From an optimization exercise on the open Yosys and OpenROAD flow, aimed at small area; shortcuts taken in it are not production practice. At most, simulation tests tie the RTL to the original design; equivalence was not proved. The clock port is modelled as an ideal driver; clocking choices that lean on that would not hold on a real chip. No activity file was given, so power comes from the tool's default toggle rates.

lagoon:
==> flow/design.v <==
module top(
    input  logic        clk,
    input  logic        SW,          
    input  logic [63:0] pattern,     
    output logic        _48b         
);
    logic reset;
    assign reset = ~SW;
    logic [63:0] ra, ry;             
    logic [5:0]  d;                  
    logic        tpar;               
    logic        pol;
    logic        fresh;
    logic        inpass;             
    logic [9:1]  L;                  
    logic        E;                  
    logic [7:0]  R0;                 
    assign pol = ~tpar;
    logic ld;
    assign ld = reset & fresh;
    logic a0, a1, a7, a8, a9, a15;
    assign a0  = ra[0]  ^ pol;
    assign a1  = ra[1]  ^ pol;
    assign a7  = ra[7]  ^ pol;
    assign a8  = ra[8]  ^ pol;
    assign a9  = ra[9]  ^ pol;
    assign a15 = ra[15] ^ pol;
    logic h_alive;                   
    logic t1, t7, t8, t9, t15;       
    assign h_alive = a0  & (ry[0]  | fresh);
    assign t1      = a1  & (ry[1]  | fresh);
    assign t7      = a7  & (ry[7]  | fresh);
    assign t8      = a8  & (ry[8]  | fresh);
    assign t9      = a9  & (ry[9]  | fresh);
    assign t15     = a15 & (ry[15] | fresh);
    logic c0, c7, r0, r7;
    assign c0 = (d[2:0] == 3'd0);
    assign c7 = (d[2:0] == 3'd7);
    assign r0 = (d[5:3] == 3'd0);
    assign r7 = (d[5:3] == 3'd7);
    logic nul, nu, nur, nl, nr, ndl, nd, ndr;
    assign nul = c0 ? L[1]  : L[9];
    assign nu  = L[8];
    assign nur = c7 ? E     : L[7];
    assign nl  = c0 ? t7    : L[1];
    assign nr  = c7 ? L[7]  : t1;
    assign ndl = r7 ? R0[0] : (c0 ? t15 : t7);
    assign nd  = r7 ? R0[7] : t8;
    assign ndr = r7 ? R0[6] : (c7 ? t1 : t9);
    logic [3:0] n;
    assign n = nul + nu + nur + nl + nr + ndl + nd + ndr;
    logic h_dead1, h_dead2, new_alive, new_a, new_y;
    assign h_dead1   = ~a0 & ry[0] & ~fresh;
    assign h_dead2   = a0 & ~ry[0] & ~fresh;
    assign new_alive = (n[3:1] == 3'b001) & (n[0] | h_alive);
    assign new_a     = new_alive | h_dead1;
    assign new_y     = new_alive | h_alive;
    always_ff @(posedge clk) begin
        for (int k = 0; k < 63; k++)
            ra[k] <= ~((ld | ra[k+1]) & (SW | pattern[k]));
        ra[63] <= ~((ld | (inpass ? new_a ^ pol : ra[0])) & (SW | pattern[63]));
        ry <= {inpass ? new_y : ry[0], ry[63:1]};
        L  <= {L[8:1], h_alive};
        if (c0) E <= L[8];
        R0 <= {R0[6:0], (inpass & r0) ? h_alive : R0[7]};
    end
    logic [3:0] ph;                  
    logic       sh, sd;
    logic [4:0] w;
    logic       idle, fpar;
    logic [2:0] blk;
    logic       N, CB;
    logic we, wlast, slot_end, frame_end, idle_end, enter_gap;
    assign we        = (ph == 4'd1);
    assign sh        = (ph == 4'd2) | (ph == 4'd4) | (ph == 4'd9) | (ph == 4'd3) | (ph == 4'd6);
    assign sd        = (ph == 4'd13) | (ph == 4'd10) | (ph == 4'd5) | (ph == 4'd11) | (ph == 4'd7);
    assign wlast     = we & (w == 5'd31);
    assign slot_end  = wlast & ~idle;
    assign frame_end = slot_end & (d[4:0] == 5'd1) & (d[5] == fpar);
    assign idle_end  = wlast & idle & blk[2];
    assign enter_gap = (slot_end & ~frame_end) | idle_end;
    logic restart;
    assign restart = idle_end | reset;
    always_ff @(posedge clk) begin
        ph <= reset ? 4'd12 : enter_gap ? 4'd8 : {ph[2:0], ph[3] ^ ph[2]};
        if (reset || enter_gap) w <= 5'd7;
        else if (we) w <= w + 5'd1;
        if (restart) begin
            idle <= 1'b0; blk <= 3'd0;
        end else if (frame_end) idle <= 1'b1;
        else if (wlast && idle) blk <= blk + 3'd1;
        if (reset) begin
            fpar <= 1'b0; d <= 6'd0; tpar <= 1'b0;
        end else begin
            if (frame_end) fpar <= ~fpar;
            if (!slot_end) d <= d + 6'd1;
            tpar <= ~tpar;
        end
    end
    always_ff @(posedge clk) begin
        if (reset) begin
            inpass <= 1'b0; fresh <= 1'b1;
        end else if (d == 6'd63) begin
            inpass <= idle & (blk == 3'd0) & (w[4:2] == 3'b001);
            if (inpass) fresh <= 1'b0;
        end
    end
    logic n_in;
    always_comb begin
        if (idle) n_in = h_alive;
        else case (w[4:3])
            2'd1: n_in = h_dead2;        
            2'd2: n_in = h_dead1;        
            2'd3: n_in = t1;             
            default: n_in = h_alive;     
        endcase
    end
    always_ff @(posedge clk) begin
        if (d == 6'd0) N <= n_in;
        if (we && w[2:0] == 3'd7) CB <= N;
    end
    assign _48b = ~idle & (sh | (sd & CB));
endmodule
clock: 10.0 ns
lec_check: 0
cap_margin: 20
core_margin: 2
core_utilization: 40
slew_margin: 20
standard.sh (not shown) runs the stock make flow with config.mk's settings and CLKGATE_MAP_FILE= SYNTH_SCRIPT=/design/flow/synth_recipe.tcl, a recipe that flattens the netlist after the stock synthesis.
==> flow/flow/run.sh <==
#!/bin/bash
# Standard layout, with the port buffers made of the smallest buffer cell,
# a clock tree of small buffers without dummy loads, and the clock buffers
# that drive slow edges upsized after clock tree synthesis.
set -euo pipefail
here=$(pwd)
export BUFFER_PORTS_ARGS="-buffer_cell sky130_fd_sc_hd__buf_1"
export CTS_ARGS="-sink_clustering_enable -repair_clock_nets -dont_use_dummy_load -buf_list sky130_fd_sc_hd__clkbuf_4"
export POST_CTS_TCL="$here/flow/post_cts.tcl"
bash standard.sh > standard.log 2>&1
==> flow/flow/post_cts.tcl <==
# Upsize the clock buffers whose flip-flop loads would see a slow clock edge.
estimate_parasitics -placement
set upsized 0
foreach inst [get_cells clkbuf*] {
  if { [get_property $inst ref_name] != "sky130_fd_sc_hd__clkbuf_4" } { continue }
  set net [get_nets -of_objects [get_pins [get_full_name $inst]/X]]
  set worst 0
  foreach p [get_pins -of_objects $net -filter "direction == input"] {
    foreach prop {slew_max_rise slew_max_fall} {
      set s [get_property $p $prop]
      if { $s > $worst } { set worst $s }
    }
  }
  if { $worst > 0.122 } {
    puts "post_cts: upsizing [get_full_name $inst] (worst load slew $worst ns)"
    replace_cell $inst sky130_fd_sc_hd__clkbuf_8
    incr upsized
  }
}
if { $upsized > 0 } {
  detailed_placement
  check_placement -verbose
  estimate_parasitics -placement
}
--- input diff lagoon..umber ---
--- a/flow/design.v
+++ b/flow/design.v
@@ -64,35 +64,36 @@
         if (c0) E <= L[8];
         R0 <= {R0[6:0], (inpass & r0) ? h_alive : R0[7]};
     end
-    logic [3:0] ph;                  
+    logic [2:0] m;
     logic       sh, sd;
     logic [4:0] w;
     logic       idle, fpar;
     logic [2:0] blk;
     logic       N, CB;
-    logic we, wlast, slot_end, frame_end, idle_end, enter_gap;
-    assign we        = (ph == 4'd1);
-    assign sh        = (ph == 4'd2) | (ph == 4'd4) | (ph == 4'd9) | (ph == 4'd3) | (ph == 4'd6);
-    assign sd        = (ph == 4'd13) | (ph == 4'd10) | (ph == 4'd5) | (ph == 4'd11) | (ph == 4'd7);
+    logic mend, we, wlast, slot_end, frame_end, idle_end, enter_gap;
+    assign mend      = m[2] & ~m[1];
+    assign we        = mend & ~sh & ~sd;
     assign wlast     = we & (w == 5'd31);
     assign slot_end  = wlast & ~idle;
     assign frame_end = slot_end & (d[4:0] == 5'd1) & (d[5] == fpar);
     assign idle_end  = wlast & idle & blk[2];
     assign enter_gap = (slot_end & ~frame_end) | idle_end;
-    logic restart;
-    assign restart = idle_end | reset;
     always_ff @(posedge clk) begin
-        ph <= reset ? 4'd12 : enter_gap ? 4'd8 : {ph[2:0], ph[3] ^ ph[2]};
-        if (reset || enter_gap) w <= 5'd7;
-        else if (we) w <= w + 5'd1;
-        if (restart) begin
-            idle <= 1'b0; blk <= 3'd0;
-        end else if (frame_end) idle <= 1'b1;
-        else if (wlast && idle) blk <= blk + 3'd1;
         if (reset) begin
-            fpar <= 1'b0; d <= 6'd0; tpar <= 1'b0;
+            m <= 3'b100; sh <= 1'b0; sd <= 1'b0; w <= 5'd31;
+            idle <= 1'b1; blk <= 3'd4; fpar <= 1'b0; d <= 6'd0; tpar <= 1'b0;
         end else begin
-            if (frame_end) fpar <= ~fpar;
+            m <= {m[1] | enter_gap, m[0] | enter_gap, ~(m[2] | m[1] | enter_gap)};
+            if (mend) begin
+                sh <= ~sh & ~sd & ~enter_gap;
+                sd <= sh;
+            end
+            if (we) w <= enter_gap ? 5'd7 : w + 5'd1;
+            if (frame_end) begin
+                idle <= 1'b1; fpar <= ~fpar;
+            end else if (idle_end) begin
+                idle <= 1'b0; blk <= 3'd0;
+            end else if (wlast && idle) blk <= blk + 3'd1;
             if (!slot_end) d <= d + 6'd1;
             tpar <= ~tpar;
         end
umber against lagoon: via count lost about 1.1%; total length of routed wires went down; layout cell share with drive strength beyond 1 picked up an extra 0.46 points. Sequential share of layout area (lower): lagoon. Synthesized cell count ends up lower on umber. Per the comparison of umber with lagoon, post-route standard cell area excluding fillers was more or less identical; fraction of synthesized cell area in xor and xnor cells was more or less identical.
No functional check of the RTL was part of any run of this note.

========
the baseline:
Another version of the RTL of top (not shown whole).
For scale: ~440 cells after synthesis, about 170 flip-flops.
==> module top, before the edit <==
module top(
    input  logic        clk,
    input  logic        SW,          
    input  logic [63:0] pattern,     
    output logic        _48b         
);
    logic reset;
    assign reset = ~SW;
    logic [63:0] ra, ry;             
    logic [5:0]  d;                  
    logic        tpar;               
    logic        pol;
    logic        fresh;
    logic        inpass;             
    logic [9:1]  L;                  
    logic        E;                  
    logic [7:0]  R0;                 
    assign pol = ~tpar;
    logic ld;
    assign ld = reset & fresh;
    logic a0, a1, a7, a8, a9, a15;
    assign a0  = ra[0]  ^ pol;
    assign a1  = ra[1]  ^ pol;
    assign a7  = ra[7]  ^ pol;
    assign a8  = ra[8]  ^ pol;
    assign a9  = ra[9]  ^ pol;
    assign a15 = ra[15] ^ pol;
    logic h_alive;                   
    logic t1, t7, t8, t9, t15;       
    assign h_alive = a0  & (ry[0]  | fresh);
    assign t1      = a1  & (ry[1]  | fresh);
    assign t7      = a7  & (ry[7]  | fresh);
    assign t8      = a8  & (ry[8]  | fresh);
    assign t9      = a9  & (ry[9]  | fresh);
    assign t15     = a15 & (ry[15] | fresh);
    logic c0, c7, r0, r7;
    assign c0 = (d[2:0] == 3'd0);
    assign c7 = (d[2:0] == 3'd7);
    assign r0 = (d[5:3] == 3'd0);
    assign r7 = (d[5:3] == 3'd7);
    logic nul, nu, nur, nl, nr, ndl, nd, ndr;
    assign nul = c0 ? L[1]  : L[9];
    assign nu  = L[8];
    assign nur = c7 ? E     : L[7];
    assign nl  = c0 ? t7    : L[1];
    assign nr  = c7 ? L[7]  : t1;
    assign ndl = r7 ? R0[0] : (c0 ? t15 : t7);
    assign nd  = r7 ? R0[7] : t8;
    assign ndr = r7 ? R0[6] : (c7 ? t1 : t9);
    logic [3:0] n;
    assign n = nul + nu + nur + nl + nr + ndl + nd + ndr;
    logic h_dead1, h_dead2, new_alive, new_a, new_y;
    assign h_dead1   = ~a0 & ry[0] & ~fresh;
    assign h_dead2   = a0 & ~ry[0] & ~fresh;
    assign new_alive = (n[3:1] == 3'b001) & (n[0] | h_alive);
    assign new_a     = new_alive | h_dead1;
    assign new_y     = new_alive | h_alive;
    always_ff @(posedge clk) begin
        for (int k = 0; k < 63; k++)
            ra[k] <= ~((ld | ra[k+1]) & (SW | pattern[k]));
        ra[63] <= ~((ld | (inpass ? new_a ^ pol : ra[0])) & (SW | pattern[63]));
        ry <= {inpass ? new_y : ry[0], ry[63:1]};
        L  <= {L[8:1], h_alive};
        if (c0) E <= L[8];
        R0 <= {R0[6:0], (inpass & r0) ? h_alive : R0[7]};
    end
    logic [3:0] ph;                  
    logic       sh, sd;
    logic [4:0] w;
    logic       idle, fpar;
    logic [2:0] blk;
    logic       N, CB;
    logic we, wlast, slot_end, frame_end, idle_end, enter_gap;
    assign we        = (ph == 4'd1);
    assign sh        = (ph == 4'd2) | (ph == 4'd4) | (ph == 4'd9) | (ph == 4'd3) | (ph == 4'd6);
    assign sd        = (ph == 4'd13) | (ph == 4'd10) | (ph == 4'd5) | (ph == 4'd11) | (ph == 4'd7);
    assign wlast     = we & (w == 5'd31);
    assign slot_end  = wlast & ~idle;
    assign frame_end = slot_end & (d[4:0] == 5'd1) & (d[5] == fpar);
    assign idle_end  = wlast & idle & blk[2];
    assign enter_gap = (slot_end & ~frame_end) | idle_end;
    always_ff @(posedge clk) begin
        if (reset) begin
            ph <= 4'd1; w <= 5'd31;
            idle <= 1'b1; blk <= 3'd4; fpar <= 1'b0; d <= 6'd0; tpar <= 1'b0;
        end else begin
            ph <= enter_gap ? 4'd8 : {ph[2:0], ph[3] ^ ph[2]};
            if (we) w <= enter_gap ? 5'd7 : w + 5'd1;
            if (frame_end) begin
                idle <= 1'b1; fpar <= ~fpar;
            end else if (idle_end) begin
                idle <= 1'b0; blk <= 3'd0;
            end else if (wlast && idle) blk <= blk + 3'd1;
            if (!slot_end) d <= d + 6'd1;
            tpar <= ~tpar;
        end
    end
    always_ff @(posedge clk) begin
        if (reset) begin
            inpass <= 1'b0; fresh <= 1'b1;
        end else if (d == 6'd63) begin
            inpass <= idle & (blk == 3'd0) & (w[4:2] == 3'b001);
            if (inpass) fresh <= 1'b0;
        end
    end
    logic n_in;
    always_comb begin
        if (idle) n_in = h_alive;
        else case (w[4:3])
            2'd1: n_in = h_dead2;        
            2'd2: n_in = h_dead1;        
            2'd3: n_in = t1;             
            default: n_in = h_alive;     
        endcase
    end
    always_ff @(posedge clk) begin
        if (d == 6'd0) N <= n_in;
        if (we && w[2:0] == 3'd7) CB <= N;
    end
    assign _48b = ~idle & (sh | (sd & CB));
endmodule
Settings: LEC_CHECK=0, CAP_MARGIN=20, CORE_MARGIN=2, CORE_UTILIZATION=40, SLEW_MARGIN=20; clock period 10.0 ns.
Scripts as last shown in full above: flow/flow/run.sh, flow/flow/post_cts.tcl
Modified inputs, the candidate compared to the baseline
--- a/flow/design.v
+++ b/flow/design.v
@@ -48,10 +48,14 @@
     assign nd  = r7 ? R0[7] : t8;
     assign ndr = r7 ? R0[6] : (c7 ? t1 : t9);
-    logic [3:0] n;
-    assign n = nul + nu + nur + nl + nr + ndl + nd + ndr;
+    logic u0, u1, b0, b1, s0, s1, z0, z1, one;
+    assign {u1, u0} = nul + nu + nur;
+    assign {b1, b0} = ndl + nd + ndr;
+    assign {s1, s0} = nl + nr;
+    assign {z1, z0} = u0 + b0 + s0;
+    assign one = ((z1 ^ u1) & ~(b1 | s1)) | ((b1 ^ s1) & ~(z1 | u1));
     logic h_dead1, h_dead2, new_alive, new_a, new_y;
     assign h_dead1   = ~a0 & ry[0] & ~fresh;
     assign h_dead2   = a0 & ~ry[0] & ~fresh;
-    assign new_alive = (n[3:1] == 3'b001) & (n[0] | h_alive);
+    assign new_alive = one & (z0 | h_alive);
     assign new_a     = new_alive | h_dead1;
     assign new_y     = new_alive | h_alive;
@@ -80,19 +84,14 @@
     assign idle_end  = wlast & idle & blk[2];
     assign enter_gap = (slot_end & ~frame_end) | idle_end;
+    logic restart;
+    assign restart = idle_end | reset;
     always_ff @(posedge clk) begin
-        if (reset) begin
-            ph <= 4'd1; w <= 5'd31;
-            idle <= 1'b1; blk <= 3'd4; fpar <= 1'b0; d <= 6'd0; tpar <= 1'b0;
-        end else begin
-            ph <= enter_gap ? 4'd8 : {ph[2:0], ph[3] ^ ph[2]};
-            if (we) w <= enter_gap ? 5'd7 : w + 5'd1;
-            if (frame_end) begin
-                idle <= 1'b1; fpar <= ~fpar;
-            end else if (idle_end) begin
-                idle <= 1'b0; blk <= 3'd0;
-            end else if (wlast && idle) blk <= blk + 3'd1;
-            if (!slot_end) d <= d + 6'd1;
-            tpar <= ~tpar;
-        end
+        ph <= reset ? 4'd12 : enter_gap ? 4'd8 : {ph[2:0], ph[3] ^ ph[2]};
+        w <= (reset | enter_gap) ? 5'd7 : w + {4'd0, we};
+        blk <= restart ? 3'd0 : blk + {2'd0, wlast & idle};
+        idle <= ~restart & (idle | frame_end);
+        fpar <= ~reset & (fpar ^ frame_end);
+        d <= reset ? 6'd0 : d + {5'd0, ~slot_end};
+        tpar <= ~(reset | tpar);
     end
     always_ff @(posedge clk) begin
- | horizontal die dimension | lower: the candidate |
- Summary — initial detailed-routing violation count, the candidate relative to the baseline: lower, by about 12%.
- Between the candidate and the baseline, the synthesis-to-layout area growth is higher for the candidate.
- When the candidate is measured against the baseline, its final cell utilization of the core turns out 0.55 points higher.
- Start point of the critical path = ph[2]: the candidate; start point of the critical path = d[0]: the baseline
- Share of the clock period used by the worst path sits lower in the candidate than in the baseline.
- Higher minimum clock period after layout among the candidate and the baseline: the baseline
- Compared with the baseline, the candidate shows a clock power that is about 1% lower.
For the baseline, only the layout was checked, not whether the RTL still works.

static timing again, ports no longer ideal:
The flow's constraints put no driver on any port. The routed layouts listed below were extracted and timed again, unchanged, in two steps. Step 1, drivers: a clkbuf_16 drives clk and a buf_2 each remaining input, both assumed. Step 2 moves the port delays by t, midway between the first and last clock arrival at a register: inputs arrive t later, outputs are due t later. That takes back most of the time a late clock gives input paths. Three values: no drivers, after step 1, after step 2; two values: the first two.
| run | t (ns) | slack for setup (ns) | worst setup path at the end | pins driven straight from the clock port |
|---|---|---|---|---|
| lagoon | 0.442 | 5.665 / 5.665 / 5.665 | register to register | 1 |
| umber | 0.427 | 5.486 / 5.486 / 5.486 | register to register | 1 |
| the baseline | 0.433 | 5.391 / 5.391 / 5.391 | register to register | 1 |
| the candidate | 0.432 | 6.167 / 6.134 / 6.371 | input to register | 1 |
After both steps setup and hold are still met in every run listed.
